Context: an optimization exercise on an open-source flow, tuned for a short achievable clock period and few clock cycles. The choices shown serve that exercise and are no tape-out recipe. In this exercise RTL edits were held to simulation tests only and were not proved equivalent to the original. Power and IR drop assume default switching activity.

## design/flow/design.v

```verilog
module ALU (
    input   logic   [ 3:0]  alu_ctrl,
    input   logic   [31:0]  src1,
    input   logic   [31:0]  src2,
    output  logic   [31:0]  out
);
    always_comb begin
        case(alu_ctrl)
            4'b0000: out = src1 + src2;
            4'b0001: out = src1 - src2;
            4'b0010: out = src1 & src2;
            4'b0011: out = src1 | src2;
            4'b0100: out = ~ (src1 | src2);
            4'b0101: out = src1 ^ src2;        
            4'b0110: out = src2 << src1;
            4'b0111: out = $signed(src2) >>> src1;
            4'b1000: out = src2 >> src1;
            4'b1001: out = {31'b0, $signed(src1) < $signed(src2)};
            4'b1010: out = {31'b0, src1 < src2};
            4'b1011: out = {src2[15:0], 16'b0};
            4'b1110: out = src1;
            4'b1111: out = src2;
            default: out = 32'b0;
        endcase
    end
endmodule
module SignExtend (
    input   logic   [15:0] in,
    output  logic   [31:0] out
);
    assign out = {{16{in[15]}}, in};
endmodule
/*verilator lint_off WIDTHTRUNC*/
module RegFile(
    input   logic   rst,
    input   logic   clk,
    input   logic   [4:0]read_addr_1,
    input   logic   [4:0]read_addr_2,
    input   logic   [4:0]write_addr,
    input   logic   [31:0]write_data,
    input   logic   write_enabled,
    output  logic   [31:0]data_1,
    output  logic   [31:0]data_2,
    output  logic   magic
);
    assign magic = (regs[2] == 32'h12345);
    logic [31:0] regs[31:0];
    integer i;
    always_ff @(posedge clk) begin
        if (rst) begin
            for (i = 0; i <= 31; i = i + 1) begin
                if (i == 32'd29) begin
                    regs[i] <= 32'h8000;
                end else if (i == 32'd31) begin
                    regs[i] <= 32'h1000 + 32'h8080;
                end else begin
                    regs[i] <= 32'b0;
                end
            end
        end
    end
    always_ff @(posedge clk) begin
        if (write_enabled && write_addr == read_addr_1) begin
            data_1 <= write_data;
        end else begin
            data_1 <= regs[read_addr_1];
        end
        if (write_enabled && write_addr == read_addr_2) begin
            data_2 <= write_data;
        end else begin
            data_2 <= regs[read_addr_2];
        end
    end
    always_ff @(posedge clk) begin
        if (write_enabled) begin
            regs[write_addr] <= write_data;
        end
    end
endmodule
/*verilator lint_off UNUSEDSIGNAL*/
module Hazard(
    input   logic   rst,
    input   logic   clk,
    input   logic   reg_write_e,
    input   logic   reg_write_m,
    input   logic   reg_write_w,
    input   logic   [4:0] rs_d,
    input   logic   [4:0] rt_d,
    input   logic   [4:0] write_reg_e,
    input   logic   [4:0] write_reg_m,
    input   logic   [4:0] write_reg_w,
    input   logic   [31:0] alu_out_e,
    input   logic   [31:0] alu_out_m,
    input   logic   [31:0] result_w,
    output  logic   forward_src_a_enabled,
    output  logic   [31:0] forward_src_a,
    output  logic   forward_src_b_enabled,
    output  logic   [31:0] forward_src_b
);
    always_comb begin
        if (reg_write_e && write_reg_e == rs_d) begin
            forward_src_a_enabled = 1'b1;
            forward_src_a = alu_out_e;
        end else if (reg_write_m && write_reg_m == rs_d) begin
            forward_src_a_enabled = 1'b1;
            forward_src_a = alu_out_m;
        end else if (reg_write_w && write_reg_w == rs_d) begin
            forward_src_a_enabled = 1'b1;
            forward_src_a = result_w;
        end else begin
            forward_src_a_enabled = 1'b0;
            forward_src_a = 32'b0;
        end
        if (reg_write_e && write_reg_e == rt_d) begin
            forward_src_b_enabled = 1'b1;
            forward_src_b = alu_out_e;
        end else if (reg_write_m && write_reg_m == rt_d) begin
            forward_src_b_enabled = 1'b1;
            forward_src_b = alu_out_m;
        end else if (reg_write_w && write_reg_w == rt_d) begin
            forward_src_b_enabled = 1'b1;
            forward_src_b = result_w;
        end else begin
            forward_src_b_enabled = 1'b0;
            forward_src_b = 32'b0;
        end
    end
endmodule
/*verilator lint_off UNUSEDSIGNAL*/
module InstMemory(
    input   logic   clk,
    input   logic   rst,
    input   logic   stall,
    input   logic   [31:0] addr,
    input   logic   [31:0] mem_rdata,
    output  logic   [31:0] r_data,
    output  logic   [1:0] r_data_status
);
    parameter latency_cycles = 1;
    logic [7:0] cycle_counter;
    always_ff @(posedge clk) begin
        if (rst || stall) begin
            r_data_status <= 2'b0;
            cycle_counter <= 8'b0;
            r_data <= 32'b0;
        end else begin
            if (r_data_status == 2'b0) begin
                r_data_status <= 2'b1;
                cycle_counter <= 8'b0;
                r_data <= 32'b0;
            end else if (r_data_status == 2'b1) begin
                if (cycle_counter == latency_cycles) begin
                    r_data <= mem_rdata;
                    r_data_status <= 2'b10;
                    cycle_counter <= 8'b0;
                end else begin
                    cycle_counter <= cycle_counter + 1;
                end
            end else begin
                r_data_status <= 2'b0;
                cycle_counter <= 8'b0;
                r_data <= 32'b0;
            end
        end
    end
endmodule
/*verilator lint_off UNUSEDSIGNAL*/
module DataMemory(
    input   logic   reset,
    input   logic   clk,
    input   logic   valid,
    input   logic   [31:0] addr,
    input   logic   write_enabled,
    input   logic   [31:0] w_data,
    input   logic   [31:0] mem_rdata,
    output  logic   mem_we,
    output  logic   [31:0] r_data,
    output  logic   [1:0] status
);
    parameter latency_cycles = 10;
    logic [7:0] cycle_counter;
    assign mem_we = ~reset && status == 2'b1 && cycle_counter == latency_cycles && write_enabled;
    always_ff @(posedge clk) begin
        if (reset) begin
            status <= 2'b0;
            cycle_counter <= 8'b0;
        end else begin
            if (status == 2'b0 && valid) begin
                status <= 2'b1;
                cycle_counter <= 8'b1;
            end else if (status == 2'b1) begin
                if (cycle_counter == latency_cycles) begin
                    if (!write_enabled) begin
                        r_data <= mem_rdata;
                    end
                    status <= 2'b10;
                    cycle_counter <= 8'b0;
                end else begin
                    cycle_counter <= cycle_counter + 1;
                end
            end else begin
                status <= 2'b0;
                cycle_counter <= 8'b0;
            end
        end
    end
endmodule
/*verilator lint_off UNUSEDSIGNAL*/
/*verilator lint_off UNDRIVEN*/
module Decode(
    input   logic   rst,
    input   logic   clk,
    input   logic   [31:0]inst,
    input   logic   [31:0]pc,
    input   logic   [4:0]write_reg,
    input   logic   [31:0]write_data,
    input   logic   write_enabled,
    input   logic   branch_continue,
    input   logic   dmem_continue,
    output  logic   branch_stall,
    output  logic   dmem_stall,
    output  logic   reg_write_d,
    output  logic   mem_to_reg_d,
    output  logic   mem_write_d,
    output  logic   branch_d,
    output  logic   [3:0]alu_control_d,
    output  logic   [1:0]alu_src_d,
    output  logic   reg_dst_d,
    output  logic   [31:0]rd1_d,
    output  logic   [31:0]rd2_d,
    output  logic   [4:0]rs_d,
    output  logic   [4:0]rt_d,
    output  logic   [4:0]rd_d,
    output  logic   [31:0]imm_d,
    output  logic   [4:0]shamt_d,
    output  logic   [31:0]pc_plus_4d,
    output  logic   [31:0]jump_addr_d,
    output  logic   [3:0]branch_type_d,
    output  logic   mem_access_d,
    output  logic   magic
);
    logic [5:0] op, funct;
    logic [4:0] rs, rt, rd;
    logic [15:0] imm;
    assign op = inst[31:26];
    assign funct = inst[5:0];
    assign rs = inst[25:21];
    assign rt = inst[20:16];
    assign rd = inst[15:11];
    always_ff @(posedge clk) begin
        shamt_d <= inst[10:6];
        rs_d <= inst[25:21];
        rt_d <= inst[20:16];
        rd_d <= inst[15:11];
        imm <= inst[15:0];
        pc_plus_4d <= pc + 4;
        jump_addr_d <= {pc[31:28], inst[25:0], 2'b0};
        if (branch_stall && branch_continue) begin
            branch_stall <= 1'b0;
        end else if (op == 6'b000100 || op == 6'b000101 || op == 6'b000001 || op == 6'b000010 || op == 6'b000011 || (op == 6'b000000 && funct == 6'b001000)) begin
            if (op == 6'b000010) begin
                branch_type_d <= 4'b0001;
            end else if (op == 6'b000011) begin
                branch_type_d <= 4'b0010;
            end else if (op == 6'b000000 && funct == 6'b001000) begin
                branch_type_d <= 4'b0011;
            end else if (op == 6'b000100) begin
                branch_type_d <= 4'b0100;
            end else if (op == 6'b000101) begin
                branch_type_d <= 4'b0101;
            end else if (op == 6'b000001 && inst[20:16] == 5'b1) begin
                branch_type_d <= 4'b0110;
            end else if (op == 6'b000001 && inst[20:16] != 5'b1) begin
                branch_type_d <= 4'b0111;
            end
            branch_stall <= 1'b1;
        end else begin
            branch_type_d <= 4'b0000;
        end
        if (dmem_stall && dmem_continue) begin
            dmem_stall <= 1'b0;
        end else if (op == 6'b101011  || op == 6'b100011) begin
            dmem_stall <= 1'b1;
        end
        if (rst) begin
            reg_write_d <= 1'b0;
            mem_to_reg_d <= 1'b0;
            mem_write_d <= 1'b0;
            branch_d <= 1'b0;
            alu_control_d <= 4'b0000;
            alu_src_d <= 2'b00;
            reg_dst_d <= 1'b1;
            mem_access_d <= 1'b0;
            branch_stall <= 1'b0;
            dmem_stall <= 1'b0;
        end 
        else if (op == 6'b000000) begin
            case(funct)
                6'b100000: begin
                    reg_write_d <= 1'b1;
                    mem_to_reg_d <= 1'b0;
                    mem_write_d <= 1'b0;
                    branch_d <= 1'b0;
                    alu_control_d <= 4'b0000;
                    alu_src_d <= 2'b00;
                    reg_dst_d <= 1'b1;
                    mem_access_d <= 1'b0;
                end
                6'b100001: begin
                    reg_write_d <= 1'b1;
                    mem_to_reg_d <= 1'b0;
                    mem_write_d <= 1'b0;
                    branch_d <= 1'b0;
                    alu_control_d <= 4'b0000;
                    alu_src_d <= 2'b00;
                    reg_dst_d <= 1'b1;
                    mem_access_d <= 1'b0;
                end
                6'b100011: begin
                    reg_write_d <= 1'b1;
                    mem_to_reg_d <= 1'b0;
                    mem_write_d <= 1'b0;
                    branch_d <= 1'b0;
                    alu_control_d <= 4'b0001;
                    alu_src_d <= 2'b00;
                    reg_dst_d <= 1'b1;
                    mem_access_d <= 1'b0;
                end
                6'b100100: begin
                    reg_write_d <= 1'b1;
                    mem_to_reg_d <= 1'b0;
                    mem_write_d <= 1'b0;
                    branch_d <= 1'b0;
                    alu_control_d <= 4'b0010;
                    alu_src_d <= 2'b00;
                    reg_dst_d <= 1'b1;
                    mem_access_d <= 1'b0;
                end
                6'b100101: begin
                    reg_write_d <= 1'b1;
                    mem_to_reg_d <= 1'b0;
                    mem_write_d <= 1'b0;
                    branch_d <= 1'b0;
                    alu_control_d <= 4'b0011;
                    alu_src_d <= 2'b00;
                    reg_dst_d <= 1'b1;
                    mem_access_d <= 1'b0;
                end
                6'b100111: begin
                    reg_write_d <= 1'b1;
                    mem_to_reg_d <= 1'b0;
                    mem_write_d <= 1'b0;
                    branch_d <= 1'b0;
                    alu_control_d <= 4'b0100;
                    alu_src_d <= 2'b00;
                    reg_dst_d <= 1'b1;
                    mem_access_d <= 1'b0;
                end
                6'b100110: begin
                    reg_write_d <= 1'b1;
                    mem_to_reg_d <= 1'b0;
                    mem_write_d <= 1'b0;
                    branch_d <= 1'b0;
                    alu_control_d <= 4'b0101;
                    alu_src_d <= 2'b00;
                    reg_dst_d <= 1'b1;
                    mem_access_d <= 1'b0;
                end     
                6'b000000: begin
                    if (inst[15:11] == 5'b0) begin
                        reg_write_d <= 1'b0;
                        mem_to_reg_d <= 1'b0;
                        mem_write_d <= 1'b0;
                        branch_d <= 1'b0;
                        alu_control_d <= 4'b0000;
                        alu_src_d <= 2'b00;
                        reg_dst_d <= 1'b0;
                        mem_access_d <= 1'b0;
                    end else begin
                        reg_write_d <= 1'b1;
                        mem_to_reg_d <= 1'b0;
                        mem_write_d <= 1'b0;
                        branch_d <= 1'b0;
                        alu_control_d <= 4'b0110;
                        alu_src_d <= 2'b01;
                        reg_dst_d <= 1'b1;
                        mem_access_d <= 1'b0;
                    end
                end
                6'b000011: begin
                    reg_write_d <= 1'b1;
                    mem_to_reg_d <= 1'b0;
                    mem_write_d <= 1'b0;
                    branch_d <= 1'b0;
                    alu_control_d <= 4'b0111;
                    alu_src_d <= 2'b01;
                    reg_dst_d <= 1'b1;
                    mem_access_d <= 1'b0;
                end
                6'b000010: begin
                    reg_write_d <= 1'b1;
                    mem_to_reg_d <= 1'b0;
                    mem_write_d <= 1'b0;
                    branch_d <= 1'b0;
                    alu_control_d <= 4'b1000;
                    alu_src_d <= 2'b01;
                    reg_dst_d <= 1'b1;
                    mem_access_d <= 1'b0;
                end
                6'b101010: begin
                    reg_write_d <= 1'b1;
                    mem_to_reg_d <= 1'b0;
                    mem_write_d <= 1'b0;
                    branch_d <= 1'b0;
                    alu_control_d <= 4'b1001;
                    alu_src_d <= 2'b00;
                    reg_dst_d <= 1'b1;
                    mem_access_d <= 1'b0;
                end
                6'b101011: begin
                    reg_write_d <= 1'b1;
                    mem_to_reg_d <= 1'b0;
                    mem_write_d <= 1'b0;
                    branch_d <= 1'b0;
                    alu_control_d <= 4'b1010;
                    alu_src_d <= 2'b00;
                    reg_dst_d <= 1'b1;
                    mem_access_d <= 1'b0;
                end
                6'b001000: begin
                    reg_write_d <= 1'b0;
                    mem_to_reg_d <= 1'b0;
                    mem_write_d <= 1'b0;
                    branch_d <= 1'b1;
                    alu_control_d <= 4'b1110;
                    alu_src_d <= 2'b00;
                    reg_dst_d <= 1'b1;
                    mem_access_d <= 1'b0;
                end
                default: begin
                end
            endcase
        end else begin
            case(op)
                6'b001001: begin
                    reg_write_d <= 1'b1;
                    mem_to_reg_d <= 1'b0;
                    mem_write_d <= 1'b0;
                    branch_d <= 1'b0;
                    alu_control_d <= 4'b0000;
                    alu_src_d <= 2'b10;
                    reg_dst_d <= 1'b0;
                    mem_access_d <= 1'b0;
                end
                6'b001100: begin
                    reg_write_d <= 1'b1;
                    mem_to_reg_d <= 1'b0;
                    mem_write_d <= 1'b0;
                    branch_d <= 1'b0;
                    alu_control_d <= 4'b0010;
                    alu_src_d <= 2'b10;
                    reg_dst_d <= 1'b0;
                    mem_access_d <= 1'b0;
                end
                6'b001101: begin
                    reg_write_d <= 1'b1;
                    mem_to_reg_d <= 1'b0;
                    mem_write_d <= 1'b0;
                    branch_d <= 1'b0;
                    alu_control_d <= 4'b0011;
                    alu_src_d <= 2'b10;
                    reg_dst_d <= 1'b0;
                    mem_access_d <= 1'b0;
                end
                6'b001110: begin
                    reg_write_d <= 1'b1;
                    mem_to_reg_d <= 1'b0;
                    mem_write_d <= 1'b0;
                    branch_d <= 1'b0;
                    alu_control_d <= 4'b0101;
                    alu_src_d <= 2'b10;
                    reg_dst_d <= 1'b0;
                    mem_access_d <= 1'b0;
                end
                6'b001010: begin
                    reg_write_d <= 1'b1;
                    mem_to_reg_d <= 1'b0;
                    mem_write_d <= 1'b0;
                    branch_d <= 1'b0;
                    alu_control_d <= 4'b1001;
                    alu_src_d <= 2'b10;
                    reg_dst_d <= 1'b0;
                    mem_access_d <= 1'b0;
                end
                6'b001011: begin
                    reg_write_d <= 1'b1;
                    mem_to_reg_d <= 1'b0;
                    mem_write_d <= 1'b0;
                    branch_d <= 1'b0;
                    alu_control_d <= 4'b1010;
                    alu_src_d <= 2'b10;
                    reg_dst_d <= 1'b0;
                    mem_access_d <= 1'b0;
                end
                6'b001111: begin
                    reg_write_d <= 1'b1;
                    mem_to_reg_d <= 1'b0;
                    mem_write_d <= 1'b0;
                    branch_d <= 1'b0;
                    alu_control_d <= 4'b1011;
                    alu_src_d <= 2'b10;
                    reg_dst_d <= 1'b0;
                    mem_access_d <= 1'b0;
                end
                6'b000100: begin
                    reg_write_d <= 1'b0;
                    mem_to_reg_d <= 1'b0;
                    mem_write_d <= 1'b0;
                    branch_d <= 1'b1;
                    alu_control_d <= 4'b0001;
                    alu_src_d <= 2'b00;
                    reg_dst_d <= 1'b0;
                    mem_access_d <= 1'b0;
                end
                6'b000101: begin
                    reg_write_d <= 1'b0;
                    mem_to_reg_d <= 1'b0;
                    mem_write_d <= 1'b0;
                    branch_d <= 1'b1;
                    alu_control_d <= 4'b0001;
                    alu_src_d <= 2'b00;
                    reg_dst_d <= 1'b0;
                    mem_access_d <= 1'b0;
                end
                6'b000001: begin
                    reg_write_d <= 1'b0;
                    mem_to_reg_d <= 1'b0;
                    mem_write_d <= 1'b0;
                    branch_d <= 1'b1;
                    alu_control_d <= 4'b1110;
                    alu_src_d <= 2'b00;
                    reg_dst_d <= 1'b0;
                    mem_access_d <= 1'b0;
                end
                6'b101011: begin
                    reg_write_d <= 1'b0;
                    mem_to_reg_d <= 1'b0;
                    mem_write_d <= 1'b1;
                    branch_d <= 1'b0;
                    alu_control_d <= 4'b0000;
                    alu_src_d <= 2'b10;
                    reg_dst_d <= 1'b0;
                    mem_access_d <= 1'b1;
                end
                6'b100011: begin
                    reg_write_d <= 1'b1;
                    mem_to_reg_d <= 1'b1;
                    mem_write_d <= 1'b0;
                    branch_d <= 1'b0;
                    alu_control_d <= 4'b0000;
                    alu_src_d <= 2'b10;
                    reg_dst_d <= 1'b0;
                    mem_access_d <= 1'b1;
                end
                6'b000010: begin
                    reg_write_d <= 1'b0;
                    mem_to_reg_d <= 1'b0;
                    mem_write_d <= 1'b0;
                    branch_d <= 1'b1;
                    alu_control_d <= 4'b0000;
                    alu_src_d <= 2'b00;
                    reg_dst_d <= 1'b0;
                    mem_access_d <= 1'b0;
                end
                default: begin
                    $display("[PC: %0x] instruction %0x not implemented. ", pc, inst);
                end
            endcase
        end
    end
    RegFile reg_file(
        .rst(rst),
        .clk(clk),
        .read_addr_1(rs),
        .read_addr_2(rt),
        .write_addr(write_reg),
        .write_data(write_data),
        .write_enabled(write_enabled),
        .data_1(rd1_d),
        .data_2(rd2_d),
        .magic(magic)
    );
    SignExtend extend(
        .in(imm),
        .out(imm_d)
    );
endmodule
module Execute(
    input   logic   clk,
    input   logic   rst,
    input   logic   [4:0] shamt_d,
    input   logic   [31:0] rd1_d,
    input   logic   [31:0] rd2_d,
    input   logic   [4:0] rt_d,
    input   logic   [4:0] rd_d,
    input   logic   [31:0] imm_d,
    input   logic   reg_write_d,
    input   logic   mem_to_reg_d,
    input   logic   mem_write_d,
    input   logic   branch_d,
    input   logic   [3:0] alu_control_d,
    input   logic   [1:0] alu_src_d,
    input   logic   reg_dst_d,
    input   logic   [31:0] pc_plus_4d,
    input   logic   mem_access_d,
    input   logic   forward_src_a_enabled,
    input   logic   [31:0] forward_src_a,
    input   logic   forward_src_b_enabled,
    input   logic   [31:0] forward_src_b,
    input   logic   [31:0] jump_addr_d,
    input   logic   [3:0] branch_type_d,
    output  logic   [31:0] alu_out_e,
    output  logic   [31:0] write_data_e,
    output  logic   [4:0] write_reg_e,
    output  logic   reg_write_e,
    output  logic   mem_to_reg_e,
    output  logic   mem_write_e,
    output  logic   branch_e,
    output  logic   zero_e,
    output  logic   [31:0] pc_branch_e,
    output  logic   [31:0] jump_addr_e,
    output  logic   [3:0] branch_type_e,
    output  logic   mem_access_e
);
    logic [3:0]alu_control_e;
    logic [1:0]alu_src_e;
    logic reg_dst_e;
    logic [31:0]rd1_e;
    logic [31:0]rd2_e;
    logic [4:0]rt_e;
    logic [4:0]rd_e;
    logic [31:0]imm_e;
    logic [31:0]src1_e;
    logic [31:0]src2_e;
    logic [4:0]shamt_e;
    assign src1_e = alu_src_e[0] ? {27'b0, shamt_e} : rd1_e;
    assign src2_e = alu_src_e[1] ? imm_e : rd2_e;
    assign write_data_e = rd2_e;
    assign write_reg_e = reg_dst_e ? rd_e : rt_e;
    always_ff @(posedge clk) begin
        if (rst) begin
            reg_write_e <= 1'b0;
            mem_to_reg_e <= 1'b0;
            mem_write_e <= 1'b0;
            branch_e <= 1'b0;
            alu_control_e <= 4'b0;
            alu_src_e <= 2'b0;
            reg_dst_e <= 1'b0;
            rd1_e <= 32'b0;
            rd2_e <= 32'b0;
            rt_e <= 5'b0;
            rd_e <= 5'b0;
            imm_e <= 32'b0;
            shamt_e <= 5'b0;
            pc_branch_e <= 32'b0;
            jump_addr_e <= 32'b0;
            branch_type_e <= 4'b0;
            mem_access_e <= 1'b0;
        end else begin
            reg_write_e <= reg_write_d;
            mem_to_reg_e <= mem_to_reg_d;
            mem_write_e <= mem_write_d;
            branch_e <= branch_d;
            alu_control_e <= alu_control_d;
            alu_src_e <= alu_src_d;
            reg_dst_e <= reg_dst_d;
            pc_branch_e <= pc_plus_4d + (imm_d << 2);
            jump_addr_e <= jump_addr_d;
            branch_type_e <= branch_type_d;
            mem_access_e <= mem_access_d;
            if (forward_src_a_enabled) begin
                rd1_e <= forward_src_a;
            end else begin
                rd1_e <= rd1_d;
            end
            if (forward_src_b_enabled) begin
                rd2_e <= forward_src_b;
            end else begin
                rd2_e <= rd2_d;
            end
            rt_e <= rt_d;
            rd_e <= rd_d;
            imm_e <= imm_d;
            shamt_e <= shamt_d;
        end
    end
    ALU alu(
        .alu_ctrl(alu_control_e),
        .src1(src1_e),
        .src2(src2_e),
        .out(alu_out_e)
    );
    assign zero_e = (alu_out_e == 32'b0) ? 1 : 0;
endmodule
/*verilator lint_off UNUSEDSIGNAL*/
/*verilator lint_off UNDRIVEN*/
module Memory(
    input   logic   clk,
    input   logic   rst,
    input   logic   mem_access_e,
    input   logic   reg_write_e,
    input   logic   mem_to_reg_e,
    input   logic   mem_write_e,
    input   logic   branch_e,
    input   logic   [31:0] alu_out_e,
    input   logic   [31:0] write_data_e,
    input   logic   [4:0] write_reg_e,
    input   logic   zero_e,
    input   logic   [31:0] pc_branch_e,
    input   logic   [31:0] jump_addr_e,
    input   logic   [3:0] branch_type_e,
    output  logic   [31:0] read_data_m,
    output  logic   [31:0] alu_out_m,
    output  logic   [4:0] write_reg_m,
    output  logic   reg_write_m,
    output  logic   mem_to_reg_m,
    output  logic   [1:0] if_pc_src,
    output  logic   [31:0] if_pc_branch_in,
    output  logic   [1:0] dmem_status,
    input   logic   [31:0] dmem_rdata,
    output  logic   dmem_we,
    output  logic   [31:0] dmem_wdata
);
    logic zero_m;
    logic [31:0] write_data_m;
    logic mem_write_m;
    logic branch_m;
    logic is_jump;
    logic branch_take;
    logic mem_access_m;
    always_comb begin
        is_jump = (branch_type_e == 4'b0001) || (branch_type_e == 4'b0010) || (branch_type_e == 4'b0011);
        branch_take = (branch_e) && ((zero_e && branch_type_e == 4'b0100) ||(!zero_e && branch_type_e == 4'b0101) || (($signed(alu_out_e) >= 0) && branch_type_e == 4'b0110) || (($signed(alu_out_e) < 0) && branch_type_e == 4'b0111));
        if_pc_src = (is_jump || branch_take) ? 2'b1 : 2'b0;
        if (branch_e) begin
            if (branch_take) begin
                if_pc_branch_in = pc_branch_e;
            end else if (branch_type_e == 4'b0011) begin
                if_pc_branch_in = alu_out_e;
            end else if (branch_type_e == 4'b0010 || branch_type_e == 4'b0001) begin
                if_pc_branch_in = jump_addr_e;
            end else begin
                if_pc_branch_in = 32'b0;
            end
        end else begin
            if_pc_branch_in = 32'b0;
        end
    end
    always_ff @(posedge clk) begin
        if (rst) begin
            reg_write_m <= 1'b0;
            mem_to_reg_m <= 1'b0;
            mem_write_m <= 1'b0;
            branch_m <= 1'b0;
            alu_out_m <= 32'b0;
            write_data_m <= 32'b0;
            write_reg_m <= 5'b0;
            zero_m <= 1'b0;
            mem_access_m <= 1'b0;
        end else if ((~mem_access_m) || (mem_access_m && dmem_status == 2'b10)) begin
            reg_write_m <= reg_write_e;
            mem_to_reg_m <= mem_to_reg_e;
            mem_write_m <= mem_write_e;
            branch_m <= branch_e;
            alu_out_m <= alu_out_e;
            write_data_m <= write_data_e;
            write_reg_m <= write_reg_e;
            zero_m <= zero_e;
            mem_access_m <= mem_access_e;
        end
    end
    DataMemory data_memory(
        .reset(rst),
        .clk(clk),
        .write_enabled(mem_write_m),
        .valid(mem_access_m),
        .addr(alu_out_m),
        .w_data(write_data_m),
        .mem_rdata(dmem_rdata),
        .mem_we(dmem_we),
        .r_data(read_data_m),
        .status(dmem_status)
    );
    assign dmem_wdata = write_data_m;
endmodule
/*verilator lint_off UNUSEDSIGNAL*/
module WriteBack(
    input   logic   rst,
    input   logic   clk,
    input   logic   reg_write_m,
    input   logic   mem_to_reg_m,
    input   logic   [31:0] alu_out_m,
    input   logic   [31:0] read_data_m,
    input   logic   [4:0] write_reg_m,
    output  logic   [31:0] result_w,
    output  logic   [4:0] write_reg_w,
    output  logic   reg_write_w
);
    logic   mem_to_reg_w;
    logic   [31:0] read_data_w;
    always_ff @(posedge clk) begin
        if (rst) begin
            reg_write_w <= 1'b0;
            mem_to_reg_w <= 1'b0;
            read_data_w <= 32'b0;
            write_reg_w <= 5'b0;
            result_w <= 32'b0;
        end else begin
            reg_write_w <= reg_write_m;
            mem_to_reg_w <= mem_to_reg_m;
            read_data_w <= read_data_m;
            write_reg_w <= write_reg_m;
            result_w <= mem_to_reg_m ? read_data_m : alu_out_m;
        end
    end
endmodule
module Top (
    input	logic	rst,
    input	logic	clk,
    output	logic	halt,
    output	logic	err,
    output	logic	[31:0] imem_addr,
    input	logic	[31:0] imem_rdata,
    output	logic	[31:0] dmem_addr,
    output	logic	[31:0] dmem_wdata,
    output	logic	dmem_we,
    input	logic	[31:0] dmem_rdata
);
    logic [31:0] pc;
    logic magic;
    always_comb begin
        if (pc == 32'h1000 + 32'h8080) begin
            halt = 1'b1;
            err = ~magic;
        end else begin
            halt = 1'b0;
            err = 1'b0;
        end
    end
    logic branch_stall;
    logic imem_stall;
    logic dmem_stall;
    logic branch_continue;
    logic dmem_continue;
    logic stall;
    assign imem_stall = ~(imem_status == 2'b10);
    assign branch_continue = branch_e;
    assign dmem_continue = dmem_status == 2'b10;
    assign stall = branch_stall || imem_stall || dmem_stall;
    logic forward_src_a_enabled;
    logic [31:0] forward_src_a;
    logic forward_src_b_enabled;
    logic [31:0] forward_src_b;
    Hazard hazard(
        .clk(clk),
        .rst(rst),
        .reg_write_e(reg_write_e),
        .reg_write_m(reg_write_m),
        .reg_write_w(reg_write_w),
        .rs_d(rs_d),
        .rt_d(rt_d),
        .write_reg_e(write_reg_e),
        .write_reg_m(write_reg_m),
        .write_reg_w(write_reg_w),
        .alu_out_e(alu_out_e),
        .alu_out_m(alu_out_m),
        .result_w(result_w),
        .forward_src_a_enabled(forward_src_a_enabled),
        .forward_src_a(forward_src_a),
        .forward_src_b_enabled(forward_src_b_enabled),
        .forward_src_b(forward_src_b)
    );
    logic [31:0] inst;
    logic [1:0] if_pc_src;
    logic [31:0] if_pc_branch_in;
    logic [1:0] imem_status;
    always_ff @(posedge clk) begin
        if (rst) begin
            pc <= 32'h1000;
        end else begin
            case (if_pc_src)
                2'h0: begin
                    pc <= stall ? pc : pc + 32'd4;
                end
                2'h1: begin
                    pc <= if_pc_branch_in;
                end
                default: begin
                    pc <= 32'h1000;
                end
            endcase  
        end
    end
    InstMemory inst_mem (
        .rst(rst),
        .clk(clk),
        .stall(dmem_stall || branch_stall),
        .addr(pc),
        .mem_rdata(imem_rdata),
        .r_data(inst),
        .r_data_status(imem_status)
    );
    logic reg_write_d;
    logic mem_to_reg_d;
    logic mem_write_d;
    logic branch_d;
    logic [3:0]alu_control_d;
    logic [1:0]alu_src_d;
    logic reg_dst_d;
    logic [31:0]rd1_d;
    logic [31:0]rd2_d;
    logic [4:0]rs_d;
    logic [4:0]rt_d;
    logic [4:0]rd_d;
    logic [31:0]imm_d;
    logic [4:0]shamt_d;
    logic [31:0]pc_plus_4d;
    logic [31:0]jump_addr_d;
    logic [3:0] branch_type_d;
    logic mem_access_d;
    Decode decode(
        .inst(inst),
        .rst(rst),
        .clk(clk),
        .pc(pc),
        .reg_write_d(reg_write_d),
        .mem_to_reg_d(mem_to_reg_d),
        .mem_write_d(mem_write_d),
        .branch_d(branch_d),
        .alu_control_d(alu_control_d),
        .alu_src_d(alu_src_d),
        .reg_dst_d(reg_dst_d),
        .rd1_d(rd1_d),
        .rd2_d(rd2_d),
        .rs_d(rs_d),
        .rt_d(rt_d),
        .rd_d(rd_d),
        .imm_d(imm_d),
        .shamt_d(shamt_d),
        .write_reg(write_reg_w),
        .write_data(result_w),
        .write_enabled(reg_write_w),
        .branch_stall(branch_stall),
        .dmem_stall(dmem_stall),
        .pc_plus_4d(pc_plus_4d),
        .branch_continue(branch_continue),
        .dmem_continue(dmem_continue),
        .jump_addr_d(jump_addr_d),
        .branch_type_d(branch_type_d),
        .magic(magic),
        .mem_access_d(mem_access_d)
    );
    logic [31:0] alu_out_e;
    logic [31:0] write_data_e;
    logic [4:0] write_reg_e;
    logic reg_write_e;
    logic mem_to_reg_e;
    logic mem_write_e;
    logic branch_e;
    logic zero_e;
    logic [31:0] pc_branch_e;
    logic [31:0]jump_addr_e;
    logic [3:0] branch_type_e;
    logic mem_access_e;
    Execute execute (
        .clk(clk),
        .rst(rst),
        .shamt_d(shamt_d),
        .rd1_d(rd1_d),
        .rd2_d(rd2_d),
        .rt_d(rt_d),
        .rd_d(rd_d),
        .imm_d(imm_d),
        .reg_write_d(reg_write_d),
        .mem_to_reg_d(mem_to_reg_d),
        .mem_write_d(mem_write_d),
        .branch_d(branch_d),
        .alu_control_d(alu_control_d),
        .alu_src_d(alu_src_d),
        .reg_dst_d(reg_dst_d),
        .jump_addr_d(jump_addr_d),
        .branch_type_d(branch_type_d),
        .mem_access_d(mem_access_d),
        .forward_src_a_enabled(forward_src_a_enabled),
        .forward_src_a(forward_src_a),
        .forward_src_b_enabled(forward_src_b_enabled),
        .forward_src_b(forward_src_b),
        .alu_out_e(alu_out_e),
        .write_data_e(write_data_e),
        .write_reg_e(write_reg_e),
        .reg_write_e(reg_write_e),
        .mem_to_reg_e(mem_to_reg_e),
        .mem_write_e(mem_write_e),
        .branch_e(branch_e),
        .zero_e(zero_e),
        .pc_plus_4d(pc_plus_4d),
        .pc_branch_e(pc_branch_e),
        .jump_addr_e(jump_addr_e),
        .branch_type_e(branch_type_e),
        .mem_access_e(mem_access_e)
    );
    logic [31:0] read_data_m;
    logic [31:0] alu_out_m;
    logic reg_write_m;
    logic mem_to_reg_m;
    logic [4:0] write_reg_m;
    logic [1:0] dmem_status;
    Memory memory(
        .clk(clk),
        .rst(rst),
        .mem_access_e(mem_access_e),
        .reg_write_e(reg_write_e),
        .mem_to_reg_e(mem_to_reg_e),
        .mem_write_e(mem_write_e),
        .branch_e(branch_e),
        .alu_out_e(alu_out_e),
        .write_data_e(write_data_e),
        .write_reg_e(write_reg_e),
        .zero_e(zero_e),
        .read_data_m(read_data_m),
        .alu_out_m(alu_out_m),
        .reg_write_m(reg_write_m),
        .mem_to_reg_m(mem_to_reg_m),
        .write_reg_m(write_reg_m),
        .if_pc_branch_in(if_pc_branch_in),
        .if_pc_src(if_pc_src),
        .pc_branch_e(pc_branch_e),
        .jump_addr_e(jump_addr_e),
        .branch_type_e(branch_type_e),
        .dmem_status(dmem_status),
        .dmem_rdata(dmem_rdata),
        .dmem_we(dmem_we),
        .dmem_wdata(dmem_wdata)
    );
    assign imem_addr = pc;
    assign dmem_addr = alu_out_m;
    logic [31:0] result_w;
    logic [4:0] write_reg_w;
    logic reg_write_w;
    WriteBack write_back(
        .rst(rst),
        .clk(clk),
        .reg_write_m(reg_write_m),
        .mem_to_reg_m(mem_to_reg_m),
        .alu_out_m(alu_out_m),
        .read_data_m(read_data_m),
        .write_reg_m(write_reg_m),
        .write_reg_w(write_reg_w),
        .result_w(result_w),
        .reg_write_w(reg_write_w)
    );
endmodule
```

## design/flow/run.sh

```bash
#!/bin/bash
# synth_recipe.tcl (not shown) runs the flow's synth.tcl, then flattens the netlist and writes it again
# the make line also repeats each setting of config.mk as NAME=value (left out here)
make -C /OpenROAD-flow-scripts/flow DESIGN_CONFIG=/design/flow/config.mk WORK_HOME=/design/flow/orfs CLKGATE_MAP_FILE= SYNTH_SCRIPT=/design/flow/synth_recipe.tcl finish
```

## design/flow/config.mk

```make
export PLATFORM = sky130hd
export DESIGN_NAME = Top
export DESIGN_NICKNAME = Top
export VERILOG_FILES = /design/flow/design.v
export SDC_FILE = /design/flow/constraint.sdc
export NUM_CORES = 4
export LEC_CHECK = 0
export CAP_MARGIN = 20
export CORE_MARGIN = 2
export CORE_UTILIZATION = 40
export SLEW_MARGIN = 20
```

## design/flow/constraint.sdc

```tcl
create_clock -name core_clock -period 8.5 [get_ports {clk}]
set_input_delay 1.7000 -clock core_clock [delete_from_list [all_inputs] [get_ports {clk}]]
set_output_delay 1.7000 -clock core_clock [all_outputs]
set_load 0.01 [all_outputs]
```

==> summary.txt <==
Unique masters post-synth: 98
setup tns final: 0 ps
Rel. slew slack: 0.104
DR WL/cell: 33.1 um
Non-Filler Instances: 12300
Tmin final: 7620 ps
post-synthesis instance total: 9631
Port Buffers: 164
switching power: 4.72 mW
initial antenna violation count: 17
Post-Syn Area: 0.0838 mm2
top cells by area, synth: dfxtp_1, mux4_2, nand2_1
synth cell count leaders: nand2_1, dfxtp_1, a21oi_1, clkbuf_1, mux4_2
fmax: 0.131 GHz
via count: 78200
crit-path cells: buf_4, mux2i_1, ha_1, nand2b_1, o211ai_1, a31oi_1, nor4b_1, o22ai_1, and2_1, o22ai_1, o2111a_1, nand4_1, nor4_2, buf_4, nand4_1, nor3_1, buf_4, o21a_1, nand3_1, buf_4, a221o_1, nor2b_1
IO Count: 165
Max FO, Critical Path: 21
grt total ovfl: 0
routed vias/inst: 6.35
Num CTS Buffers: 172
combinational share of power: 0.103
chip height: 462 um
final core utilization: 0.455
Post-CTS Resized: 0
Reg area: 0.0311 mm2
Yosys reg bits: 1535
most frequent cell after synthesis: nand2_1
Clock Skew: 58.1 ps
later-pin clock latency in the skew report: 870 ps
Final Max Slew Viols: 0
routability cong.: 1.09
Syn-to-layout area delta: 12.8%
required time worst endpoint: 9230 ps
hold buffers post-CTS: 0
clock sink count: 1535
number of H-tree levels: 4
Seq pwr share: 0.432
Synth Net Count: 9831
Post-synth EDFFs: 35
status: complete, no violations
Clock power frac: 0.464
Pre-antenna DRT Iters: 6
Die W: 462 um
TritonCTS clock tree: built
vias in the first global route: 74000
WP buf/inv: 4
Fillers: 19900
critical path's top delay family: simple AND/OR/NAND/NOR gates
Site Rows: 167
post-synthesis async set-or-reset flop share: 0
Critical-path top delay cell: dfxtp_2
Main synth FF type: dfxtp_1
Power Density: 182 mW/mm2
first-pass GRT wire length: 568000 um
Starting Density: 0.403
Ys Warns: 10
area of the multi-input gates: 0.0493 mm2
sequential area share after synthesis: 0.371
root buf cell: clkbuf_16
GRT Total Usage: 0.373
Final ANT Viol Nets: 0
share of cells above drive strength 1: 0.152
hold slack: 358 ps
cell area after placement: 0.0884 mm2
period utilization: 0.896
CP endpoint kind: flip-flop
DP HPWL: 272000 um
Yosys top cell by area: dfxtp_1
Clock Tree Buf Depth: 3
Final Hold Fails: 0
unrepaired setup endpoints after global routing: false
switching portion of total power: 0.275
Setup Crit Path Kind: flip-flop to flip-flop
crit start category: flip-flop
Most common cell on crit path: buf_4
final setup fails: 0
post-route cell area: 0.0945 mm2
largest net degree at the start of global routing: 225
Max-cap violations: 0
final WL: 408000 um
CTS clk-pin slew, worst paths: 60 ps
CP peak stage delay: 840 ps
Leak: 31.2 nW
number of remaining DRC errors: 0
Critical Path AT: 8350 ps
Die Footprint: 0.213 mm2
CORE AREA: 0.208 mm2
internal power: 12.5 mW
Post-CTS Setup Bufs: 0
DR iter-0 viols: 10700
dpl cells: 12000
IR drop worst, VDD: 0.234 mV
HP Class: flip-flop to flip-flop
Syn Area/Cell: 8.70 um2
Synth top area share: 0.359
Final #Nets: 9573
Worst-Margin Slew: 1330 ps
-- cell usage in the layout (no fill, tap or decap), types with 34 or more instances in the layout --
cell type / count
xnor2_1: 65
nor3_1: 107
a211oi_1: 126
nand2_1: 2504
ha_1: 131
o21ai_0: 200
nor4_1: 40
nand3_1: 75
edfxtp_1: 35
nor2_1: 507
dfxtp_1: 1484
mux2i_1: 288
clkbuf_8: 38
inv_1: 97
clkbuf_1: 34
a31oi_1: 37
and3_1: 52
nand2b_1: 34
a21oi_1: 1336
a221oi_1: 35
clkdlybuf4s50_1: 163
buf_4: 286
a22oi_1: 64
o211ai_1: 49
mux4_2: 644
o22ai_1: 53
nor2b_1: 102
clkbuf_16: 174
xor2_1: 64
-- worst register-to-register path: stages (launching register included) --
cell      delay, ps
dfxtp_2         840
buf_4           480
mux2i_1         660
ha_1            460
nand2b_1        110
o211ai_1        170
a31oi_1         370
nor4b_1         700
o22ai_1         220
and2_1          210
o22ai_1         490
o2111a_1        400
nand4_1         230
nor4_2          550
buf_4           200
nand4_1         140
nor3_1          280
buf_4           160
o21a_1          120
nand3_1          70
buf_4           190
a221o_1         350
nor2b_1         120
-- power groups by stage --
stage | combinational [mW] | clock, mW | sequential (mW)
floorplan | 1.02 | 0 | 7.49
global placement | 1.73 | 0 | 7.58
detailed placement | 1.72 | 0 | 7.58
CTS | 1.72 | 8.03 | 7.43
global route | 1.84 | 8.32 | 7.43
finish | 1.78 | 7.97 | 7.43
-- through the flow --
step	worst slack [ps]	total power, mW
floorplan	2510	8.51
global placement	944	9.32
detailed placement	1080	9.30
CTS	1070	17.2
global route	686	17.6
finish	881	17.2
-- metal layers --
| layer | wire (um) | global-route usage | vias to the layer above | part of all wire |
|---|---|---|---|---|
| li1 | - | - | 33700 | - |
| met1 | 154000 | 0.471 | 38600 | 0.38 |
| met2 | 178000 | 0.563 | 4725 | 0.44 |
| met3 | 40700 | 0.0842 | 1202 | 0.10 |
| met4 | 34700 | 0.270 | 12 | 0.085 |
| met5 | 86 | 0 | - | 0.00021 |
-- kinds of logic (layout without fill, tap and decap cells) --
logic type / Yosys count / count (layout) / share of synthesized area
flip-flops: 1535 / 1535 / 0.371
other: 0 / 7 / 0
buffers and inverters: 1011 / 902 / 0.0466
multiplexers: 980 / 980 / 0.215
AO/OA/AOI/OAI: 2172 / 2172 / 0.152
XOR/XNOR: 129 / 129 / 0.0135
AND/OR/NAND/NOR: 3670 / 3670 / 0.182
adder cells (fa/ha/maj): 134 / 134 / 0.0203
-- state kept, by name (all words and copies together), names as in the netlist, 5 cells and up --
signal,count
inst_mem.r_data,32
pc,32
memory.data_memory.r_data,32
memory.alu_out_m,32
decode.reg_file.data_2,32
decode.imm,7
write_back.result_w,32
execute.rd1_e,32
write_back.write_reg_w,5
decode.jump_addr_d,7
execute.pc_branch_e,32
memory.write_reg_m,5
execute.rd2_e,32
decode.reg_file.data_1,32
inst_mem.cycle_counter,8
decode.reg_file.regs,1024
memory.write_data_m,32
execute.jump_addr_e,22
memory.data_memory.cycle_counter,8
decode.pc_plus_4d,32
-- cell type report --
type | instances | share of cell area
multi-input combinational | 7085 | 0.522
clock buffer | 246 | 0.0530
tap | 2788 | 0.0369
antenna | 7 | 0.000185
sequential | 1535 | 0.329
inverter | 113 | 0.00452
clock inverter | 77 | 0.0111
timing repair buffer | 466 | 0.0434
-- final timing paths --
check	startpoint	to	slack (ps)	depth (start not counted)
setup / recovery	execute.alu_src_e[1]	pc[0]	880	22
hold / removal	inst_mem.r_data[9]	decode.shamt_d[3]	360	0
setup reg to reg	execute.alu_src_e[1]	pc[0]	880	22
hold reg to reg	inst_mem.r_data[9]	decode.shamt_d[3]	360	0
Testbench counts, summed over its fixed seeds: cycles 178,236.

==> re-timing with driven ports <==
How much do the figures lean on ideal ports? The routed layout below was timed once more, with nothing changed but the port constraints. Step 1 (the two cells are an assumption about what drives the block):
set clk [get_ports {clk}]
set_driving_cell -lib_cell sky130_fd_sc_hd__clkbuf_16 $clk
set_driving_cell -lib_cell sky130_fd_sc_hd__buf_2 [delete_from_list [all_inputs] $clk]
Step 2 also shifts input and output timing later by t, the mid clock arrival at the registers, as if the neighbouring blocks saw the same clock. Slacks: ideal ports / drivers / drivers and shift; pairs: ideal ports / drivers.
shift t [ns]: 0.938
setup WS [ns]: 0.881 / 0.882 / 0.882
latest minus earliest clock arrival (ns): 0.063 / 0.064
After both steps setup and hold are still met in this run. The setup slack of this run moves by +0.001 ns with the drivers and by +0.001 ns with both steps.
